What follows belongs to an exercise in optimizing a design on an open flow for small area and a short achievable clock period; a production flow would make more cautious choices.
Function was checked by simulation only, so behaviour that the tests miss may differ from the original.

## flow/design.v (module list and top-level ports; edited modules follow where they fit)
// module FA: 6 lines
// module HA: 6 lines
// module XN2: 5 lines
// module OR2: 5 lines
// module MX: 5 lines
// module X2: 5 lines
// module LSTM: 1779 lines
module LSTM(clk, Of, En, Ci, Cip, In, Ui, Uf, Uk, Uo, Wi, Wk, Wf, Wo, Vo, Bi, Bo, Bf, Bk, PrevH, Cout, Hout);
  // ...
==> flow/flow/run.sh <==
#!/bin/bash
set -euo pipefail
export BUFFER_PORTS_ARGS="-buffer_cell sky130_fd_sc_hd__buf_1"
bash standard.sh > standard_flow.log 2>&1
==> flow/standard.sh <==
#!/bin/bash
# synth_recipe.tcl (not shown) runs the flow's synth.tcl, then flattens the netlist and writes it again
# the make line also repeats each setting of config.mk as NAME=value (left out here)
make -C /OpenROAD-flow-scripts/flow DESIGN_CONFIG=/design/flow/config.mk WORK_HOME=/design/flow/orfs CLKGATE_MAP_FILE= SYNTH_SCRIPT=/design/flow/synth_recipe.tcl "${@:-finish}"
==> flow/config.mk <==
export PLATFORM = sky130hd
export DESIGN_NAME = LSTM
export DESIGN_NICKNAME = LSTM
export VERILOG_FILES = /design/flow/design.v
export SDC_FILE = /design/flow/constraint.sdc
export NUM_CORES = 4
export LEC_CHECK = 0
export CAP_MARGIN = 0
export CORE_MARGIN = 2
export CORE_UTILIZATION = 40
export CTS_BUF_LIST = sky130_fd_sc_hd__clkbuf_8
export SLEW_MARGIN = 0
export SYNTH_HIERARCHICAL = 1
==> flow/constraint.sdc <==
create_clock -name core_clock -period 45.0 [get_ports {clk}]
set_input_delay 9.0000 -clock core_clock [delete_from_list [all_inputs] [get_ports {clk}]]
set_output_delay 9.0000 -clock core_clock [all_outputs]
set_load 0.01 [all_outputs]
==> flow_summary.json, run 1 <==
{
  "cts.repair.resized": 0,
  "sequential_share_of_cell_area": 0.0345,
  "grt_overflow_total": 0,
  "postSynth.asyncResetShare": 0,
  "globalRoute.busiestLayer": "met2",
  "signal_buffers": 147,
  "hold_depth": 8,
  "post_synthesis_share_of_cell_area_spent_on_full_adders_half_adders_and_majority_gates": 0.592,
  "die_area_mm2": 0.0356,
  "numCtsBuffers": 3,
  "buffer_ports.inserted": 131,
  "num_rows": 67,
  "grt_pass1_wl_um": 52600,
  "status": "finished clean",
  "worstSetupStartpointType": "input port",
  "vias_in_the_first_global_route": 10400,
  "insertion_delay_ns": 0.27,
  "final_design_area_no_fill_mm2": 0.0145,
  "area.sequential_um2": 500,
  "filler_cell_count": 3302,
  "netlist.area_leader.share": 0.569,
  "pre_cts_slack_ns": 19.00,
  "max_cap_viol_count": 0,
  "worst_hold_slack_ns": 1.38,
  "area_share_clock_buf_inv": 0.00345,
  "cpMostUsedCell": "fa_1",
  "net_count_of_the_mapped_netlist": 1949,
  "cts_setup_buffers": 0,
  "num_antenna_cells": 2,
  "synthToLayoutAreaGrowth_pct": 6.47,
  "routed-wl-met3_um": 1520,
  "detailroute.via_count": 9585,
  "routed_wire_length_per_instance_um": 16.0,
  "critPathCaptureType": "output pin",
  "critical_path.max_fanout": 32,
  "slew_viol_final": 0,
  "die_width_um": 189
}
==> inputs of run 2 (changes only) <==
--- a/flow/config.mk
+++ b/flow/config.mk
@@ -7,3 +7,3 @@
 export LEC_CHECK = 0
-export CAP_MARGIN = 0
+export CAP_MARGIN = 20
 export CORE_MARGIN = 2
@@ -11,3 +11,5 @@
 export CTS_BUF_LIST = sky130_fd_sc_hd__clkbuf_8
-export SLEW_MARGIN = 0
+export CTS_CLUSTER_DIAMETER = 200
+export CTS_CLUSTER_SIZE = 30
+export SLEW_MARGIN = 20
 export SYNTH_HIERARCHICAL = 1
==> run 2 against run 1 <==
Effect of this change:
- global-route usage unchanged
- critical path depth unchanged
- clock skew unchanged
- critical endpoint unchanged
- area after synthesis unchanged
- largest cell class unchanged
- maximum frequency unchanged
- routed wire length unchanged
- first-iteration DRC count unchanged
- count of clock-buffer cells in the layout unchanged
==> flow_summary.json, run 2 <==
{
  "cts_setup_buffers": 0,
  "insertion_delay_ns": 0.27,
  "postSynth.asyncResetShare": 0,
  "cts_tree": "built",
  "worst_setup_path_class": "in -> out",
  "netlist_top_cells_count": "469 x nand2_1, 388 x fa_1, 122 x xnor2_1",
  "detailedRoute.firstPassIterationCount": 5,
  "track_usage": 0.183,
  "period_needed_ns": 25.93,
  "slew-limit-headroom": 0.406,
  "reg_top3": "u_r x9, ft_r x8, h_r x8",
  "cts-htree-levels": 1,
  "place_congestion": 0.818,
  "setup_repair_after_global_routing_missed_its_margin": "no",
  "drc": 0,
  "synth_compound_gate_area_share": 0.0147,
  "die_area_mm2": 0.0356,
  "numCtsBuffers": 3,
  "final_design_area_no_fill_mm2": 0.0145,
  "route.antenna.remaining_nets": 0,
  "ys_top_cells_by_area": "fa_1 57%, nand2_1 13%, xnor2_1 7.8%",
  "number_of_instances_in_the_synthesized_netlist": 1405,
  "cts-hold-fix-buffers": 0,
  "arrival_ns": 16.93,
  "fraction_of_synthesized_area_in_multiplexers": 0.0191,
  "die_y_um": 189,
  "r2r.worst_path.cells": 25,
  "buffer_ports.inserted": 131,
  "fraction_of_layout_cells_with_a_size_suffix_above_1": 0.0292,
  "post_synthesis_share_of_cell_area_spent_on_full_adders_half_adders_and_majority_gates": 0.592,
  "slew_viol_final": 0,
  "net_count_of_the_finished_layout": 2017,
  "status": "finished clean",
  "yosysWarnings": 7,
  "number_of_flip_flops_under_the_largest_register_name": 9,
  "largest-register": "u_r",
  "synthToLayoutAreaGrowth_pct": 6.47,
  "synth_area_mm2": 0.0136,
  "synth.yosys.seq_area_share": 0.0367,
  "die_width_um": 189,
  "cpMostUsedCell": "fa_1",
  "hpwl_um": 26400,
  "netlist.area_leader.share": 0.569,
  "drtIter0Drc": 441,
  "num_rows": 67,
  "xor_xnor_share_of_the_synthesized_area": 0.0899,
  "vias_in_the_first_global_route": 10400,
  "totalNegativeSetupSlack_ns": 0,
  "floorplan.initialDensity": 0.407,
  "synthSimpleGateAreaFrac": 0.206,
  "max_cap_viol_count": 0,
  "pin_count": 148,
  "timing_worst_slew_pin_value_ns": 0.880,
  "final.setup_skew_ns": 0.00577,
  "synth_top_cell_by_area": "fa_1",
  "detailroute.via_count": 9585,
  "clk_pin_slew_worst_paths_ns": 0.09,
  "grt_overflow_total": 0,
  "critical_path.max_fanout": 32,
  "critPathSlowestCell": "fa_1",
  "critPathMaxStageDelay_ns": 0.61,
  "worst-endpoint-required_ns": 36.00,
  "place_area_mm2": 0.0145,
  "hold_depth": 8,
  "synth_enable_flop_cells": 0,
  "grt_start_max_net_pins": 33,
  "layout_common_cells": "469 x nand2_1, 388 x fa_1, 131 x buf_1",
  "fin_crit_sh": 0.576,
  "cts_num_sinks": 25,
  "synth_top_family_by_area": "adder cells",
  "grt_antenna_before_repair": 2,
  "design.core.area_mm2": 0.0335,
  "cts-root-to-sink-buffers": 2,
  "netlist-cell-type-count": 46,
  "cts-root-buf": "clkbuf_8",
  "net_count_of_the_mapped_netlist": 1949,
  "drt_wl_total_um": 30800,
  "post_synth.cell_area_avg_um2": 9.71,
  "post_drt_via_cell_ratio": 4.99,
  "post-synth-top-count-cell": "nand2_1",
  "routed_wire_length_per_instance_um": 16.0,
  "most_common_library_cell_in_the_layout_ignoring_fill_and_taps": "nand2_1",
  "cts.repair.resized": 0,
  "grt_pass1_wl_um": 52600,
  "final_hold_viol_count": 0,
  "finalSetupViolCount": 0,
  "worstSetupStartpointType": "input port",
  "worstHoldPathType": "reg -> reg",
  "filler_cell_count": 3302,
  "register_bit_count_reported_by_yosys": 25,
  "max_freq_ghz": 0.0386,
  "yosys_most_used_dff": "dfxtp_1",
  "critPathCaptureType": "output pin"
}
-- run 2: cell counts in the layout (fill, tap and decap cells not counted) --
No cell type changed its count.
-- run 2: stage by stage --
step                      cells   util  worst slack, ns  hold slack, ns
after floorplan            1405      -            19.42            1.24
after global routing       1920  0.433            18.73            1.57
after CTS                  1920  0.433            19.02            1.39
final                      1922  0.433            19.07            1.38
after detailed placement   1916  0.431            19.00            1.36
after global placement     1916  0.431            19.09            1.37
-- run 2: final cells by class --
class	instances	area (um^2)	share of cell area
Antenna cell	2	5.00	0.000345
Clock buffer	3	41.3	0.00284
Sequential cell	25	500	0.0345
Clock inverter	1	8.76	0.000603
Inverter	57	214	0.0147
Timing Repair Buffer	147	612	0.0421
Tap cell	448	561	0.0386
Multi-Input combinational cell	1239	12600	0.866
-- run 2: kinds of logic after synthesis --
group                      Yosys count
AOI/OAI and AO/OA                   28
xor gates and xnor gates           140
other                                1
muxes                               18
DFF                                 25
adders and majority gates          413
buffers and inverters              141
and+or+nand+nor                    639
-- run 2: per-layer routing --
layer,vias up,part of all wire,wire (um),global-route usage
met5,-,0.00042,13,0
met2,234,0.49,15100,0.311
li1,4362,-,-,-
met4,2,0.018,568,0.0309
met1,4955,0.44,13600,0.259
met3,32,0.049,1520,0.0160
-- run 2: critical path: cells and delay by family --
kind / cells / cell delay, ns
adder cells (fa/ha/maj): 12 / 5.41
buffers and inverters: 3 / 0.56
multiplexers: 4 / 1.07
AND/OR/NAND/NOR: 7 / 0.86
-- run 2: final timing paths --
check | slack (ns) | start | to
worst max-delay path | 19.07 | In[1] | Of
worst min-delay path | 1.38 | u_r[8] | h_r[0]
worst max register to register | 36.97 | ft_r[0] | h_r[7]
worst min register to register | 1.38 | u_r[8] | h_r[0]
-- run 2: Yosys stat by module, one instance, submodules excluded --
| module | copies in the design | flip-flops and latches |
|---|---|---|
| HA | 15 | 0 |
| X2 | 8 | 0 |
| XN2 | 68 | 0 |
| OR2 | 91 | 0 |
| FA | 388 | 0 |
| MX | 16 | 0 |
| LSTM | 1 | 25 |
==> inputs of run 3 (changes only) <==
--- a/flow/config.mk
+++ b/flow/config.mk
@@ -11,4 +11,2 @@
 export CTS_BUF_LIST = sky130_fd_sc_hd__clkbuf_8
-export CTS_CLUSTER_DIAMETER = 200
-export CTS_CLUSTER_SIZE = 30
 export SLEW_MARGIN = 20
==> run 3 against run 2 <==
Effect of this change:
- still clean
- design area stayed put
- count of clock-buffer cells in the layout unchanged
- utilization did not move
- first-iteration DRC count is the same
==> flow_summary.json, run 3 <==
{
  "r2r_setup_slack_ns": 36.97,
  "clk_pin_slew_worst_paths_ns": 0.09,
  "floorplan.initialDensity": 0.407,
  "worst-endpoint-required_ns": 36.00,
  "fraction_of_layout_cells_with_a_size_suffix_above_1": 0.0292,
  "synthToLayoutAreaGrowth_pct": 6.47,
  "detailroute.via_count": 9585,
  "setup_repair_after_global_routing_missed_its_margin": "no",
  "holdPathEnd": "h_r[0]",
  "cts.repair.resized": 0,
  "worst_hold_slack_ns": 1.38,
  "number_of_flip_flops_under_the_largest_register_name": 9,
  "die_width_um": 189,
  "netlist.area_leader.share": 0.569,
  "cts-htree-levels": 1,
  "route.antenna.remaining_nets": 0,
  "reg_top3": "u_r x9, ft_r x8, h_r x8",
  "critical_path.max_fanout": 32,
  "status": "finished clean",
  "final.setup_skew_ns": 0.00577,
  "netlist_top_cells_count": "469 x nand2_1, 388 x fa_1, 122 x xnor2_1",
  "synth_area_mm2": 0.0136,
  "synth.yosys.seq_area_share": 0.0367,
  "worstHoldPathType": "reg -> reg",
  "largest-register": "u_r",
  "grt_start_max_net_pins": 33,
  "worst_setup_path_class": "in -> out",
  "net_count_of_the_mapped_netlist": 1949,
  "net_count_of_the_finished_layout": 2017,
  "routed_wire_length_per_instance_um": 16.0,
  "hpwl_um": 26400,
  "timing_worst_slew_pin_value_ns": 0.880,
  "cts_setup_buffers": 0,
  "die_area_mm2": 0.0356,
  "critPathCaptureType": "output pin",
  "cts_num_sinks": 25,
  "reg2reg_to": "h_r[7]",
  "ys_top_cells_by_area": "fa_1 57%, nand2_1 13%, xnor2_1 7.8%",
  "max_freq_ghz": 0.0386,
  "design.core.area_mm2": 0.0335,
  "final_hold_viol_count": 0,
  "hold_depth": 8,
  "place_congestion": 0.818,
  "most_common_library_cell_in_the_layout_ignoring_fill_and_taps": "nand2_1",
  "slew_viol_final": 0,
  "yosys_most_used_dff": "dfxtp_1",
  "drc": 0,
  "post_drt_via_cell_ratio": 4.99,
  "num_rows": 67,
  "register_bit_count_reported_by_yosys": 25,
  "drt_wl_total_um": 30800,
  "r2r.worst_path.cells": 25,
  "slew-limit-headroom": 0.406,
  "grt_overflow_total": 0,
  "max_cap_viol_count": 0,
  "numCtsBuffers": 3,
  "totalNegativeSetupSlack_ns": 0,
  "vias_in_the_first_global_route": 10400,
  "yosysWarnings": 7,
  "critical-path-top-delay-family": "adder cells",
  "cts-root-buf": "clkbuf_8",
  "track_usage": 0.183,
  "buffer_ports.inserted": 131,
  "hold_path_startpoint": "u_r[8]",
  "r2r-start": "ft_r[0]",
  "period_needed_ns": 25.93,
  "cpMostUsedCell": "fa_1",
  "cts_tree": "built",
  "cts-root-to-sink-buffers": 2,
  "detailedRoute.firstPassIterationCount": 5,
  "grt_antenna_before_repair": 2,
  "critPathMaxStageDelay_ns": 0.61,
  "drtIter0Drc": 441,
  "pin_count": 148,
  "bufs_and_invs_on_worst_path": 3,
  "post_synth.cell_area_avg_um2": 9.71,
  "worstSetupStartpointType": "input port",
  "core_util_final": 0.433,
  "die_y_um": 189,
  "synth_top_cell_by_area": "fa_1",
  "postSynth.asyncResetShare": 0,
  "netlist-cell-type-count": 46,
  "finalSetupViolCount": 0,
  "synth_enable_flop_cells": 0,
  "insertion_delay_ns": 0.27,
  "layout_common_cells": "469 x nand2_1, 388 x fa_1, 131 x buf_1",
  "critPathSlowestCell": "fa_1",
  "cts-hold-fix-buffers": 0,
  "number_of_instances_in_the_synthesized_netlist": 1405,
  "grt_pass1_wl_um": 52600,
  "arrival_ns": 16.93,
  "fin_crit_sh": 0.576,
  "post-synth-top-count-cell": "nand2_1"
}
## run 3: cell counts after synthesis
Identical to the previous run, type by type.
## run 3: how the worst max path moves through the flow
stage                      from  cells past startpoint  endpoint
after floorplan           In[0]                     25        Of
after global placement    In[1]                     26        Of
after detailed placement  Ci[1]                     25        Of
after CTS                 Ci[1]                     25        Of
after global routing      Ci[1]                     25        Of
final                     In[1]                     26        Of
## run 3: Yosys stat by module (local to each module, per instance)
module  cells inside  area (um^2)
FA                 1         20.0
HA                 1         12.5
XN2                1         8.76
LSTM             819         4210
X2                 1         8.76
OR2                1         6.26
MX                 1         15.0
## run 3: metal layers
| layer | GRT usage | vias to the layer above | share of wire |
|---|---|---|---|
| met5 | 0 | - | 0.00042 |
| met4 | 0.0309 | 2 | 0.018 |
| met3 | 0.0160 | 32 | 0.049 |
| met2 | 0.311 | 234 | 0.49 |
| met1 | 0.259 | 4955 | 0.44 |
| li1 | - | 4362 | - |
## run 3: cell families (layout without fill, tap and decap cells)
group                    count (synthesis)  after routing  share of synthesized area
other                                    1              3                   0.000275
XOR/XNOR                               140            140                     0.0899
buffers and inverters                  141            208                     0.0410
AO/OA/AOI/OAI                           28             28                     0.0147
flip-flops                              25             25                     0.0367
multiplexers                            18             18                     0.0191
AND/OR/NAND/NOR                        639            639                      0.206
adder cells (fa/ha/maj)                413            413                      0.592
## run 3: area by class of cell
type	instances	area [um^2]
clock inverter	1	8.76
antenna	2	5.00
sequential	25	500
inverter	57	214
fill	3302	19000
clock buffer	3	41.3
timing repair buffer	147	612
tap	448	561
multi-input combinational	1239	12600
## run 3: worst register-to-register path: cells and delay by family, from the launching register on
| kind | cells | cell delay [ns] |
|---|---|---|
| AOI/OAI and AO/OA | 2 | 0.43 |
| xor gates and xnor gates | 2 | 0.23 |
| adders and majority gates | 11 | 4.48 |
| buffers and inverters | 1 | 0.09 |
| DFF | 1 | 0.32 |
| and+or+nand+nor | 9 | 2.38 |
## run 3: through the flow
step           worst slack [ns]  cells  cell area [um^2]
6_report                  19.07   1922             14500
2_1_floorplan             19.42   1405             13600
3_3_place_gp              19.09   1916             14500
4_1_cts                   19.02   1920             14500
3_5_place_dp              19.00   1916             14500
5_1_grt                   18.73   1920             14500

## port drivers added, routing unchanged
The flow's constraints put no driver on any port. The routed layouts listed below were extracted and timed again, unchanged, in two steps.
Step 1 assumes that a clkbuf_16 drives the clock port and a buf_2 every other input.
Step 2 times the ports against the registers' clock, not the clock port: input delays grow and output delays shrink by t, the midpoint of the rising clock arrivals with the driver on.
a / b / c = ideal ports / drivers / drivers and shift; a / b = the first two.
| run | t (ns) | setup slack, ns | worst setup path after step 2 | worst data-port slew with drivers (ns) | cell pins on the clock port's net |
|---|---|---|---|---|---|
| run 1 | 0.298 | 19.071 / 19.044 / 19.044 | input to output | 0.10 | 1 |
| run 2 | 0.298 | 19.071 / 19.044 / 19.044 | input to output | 0.10 | 1 |
| run 3 | 0.298 | 19.071 / 19.044 / 19.044 | input to output | 0.10 | 1 |
After both steps every run listed still meets setup and hold.
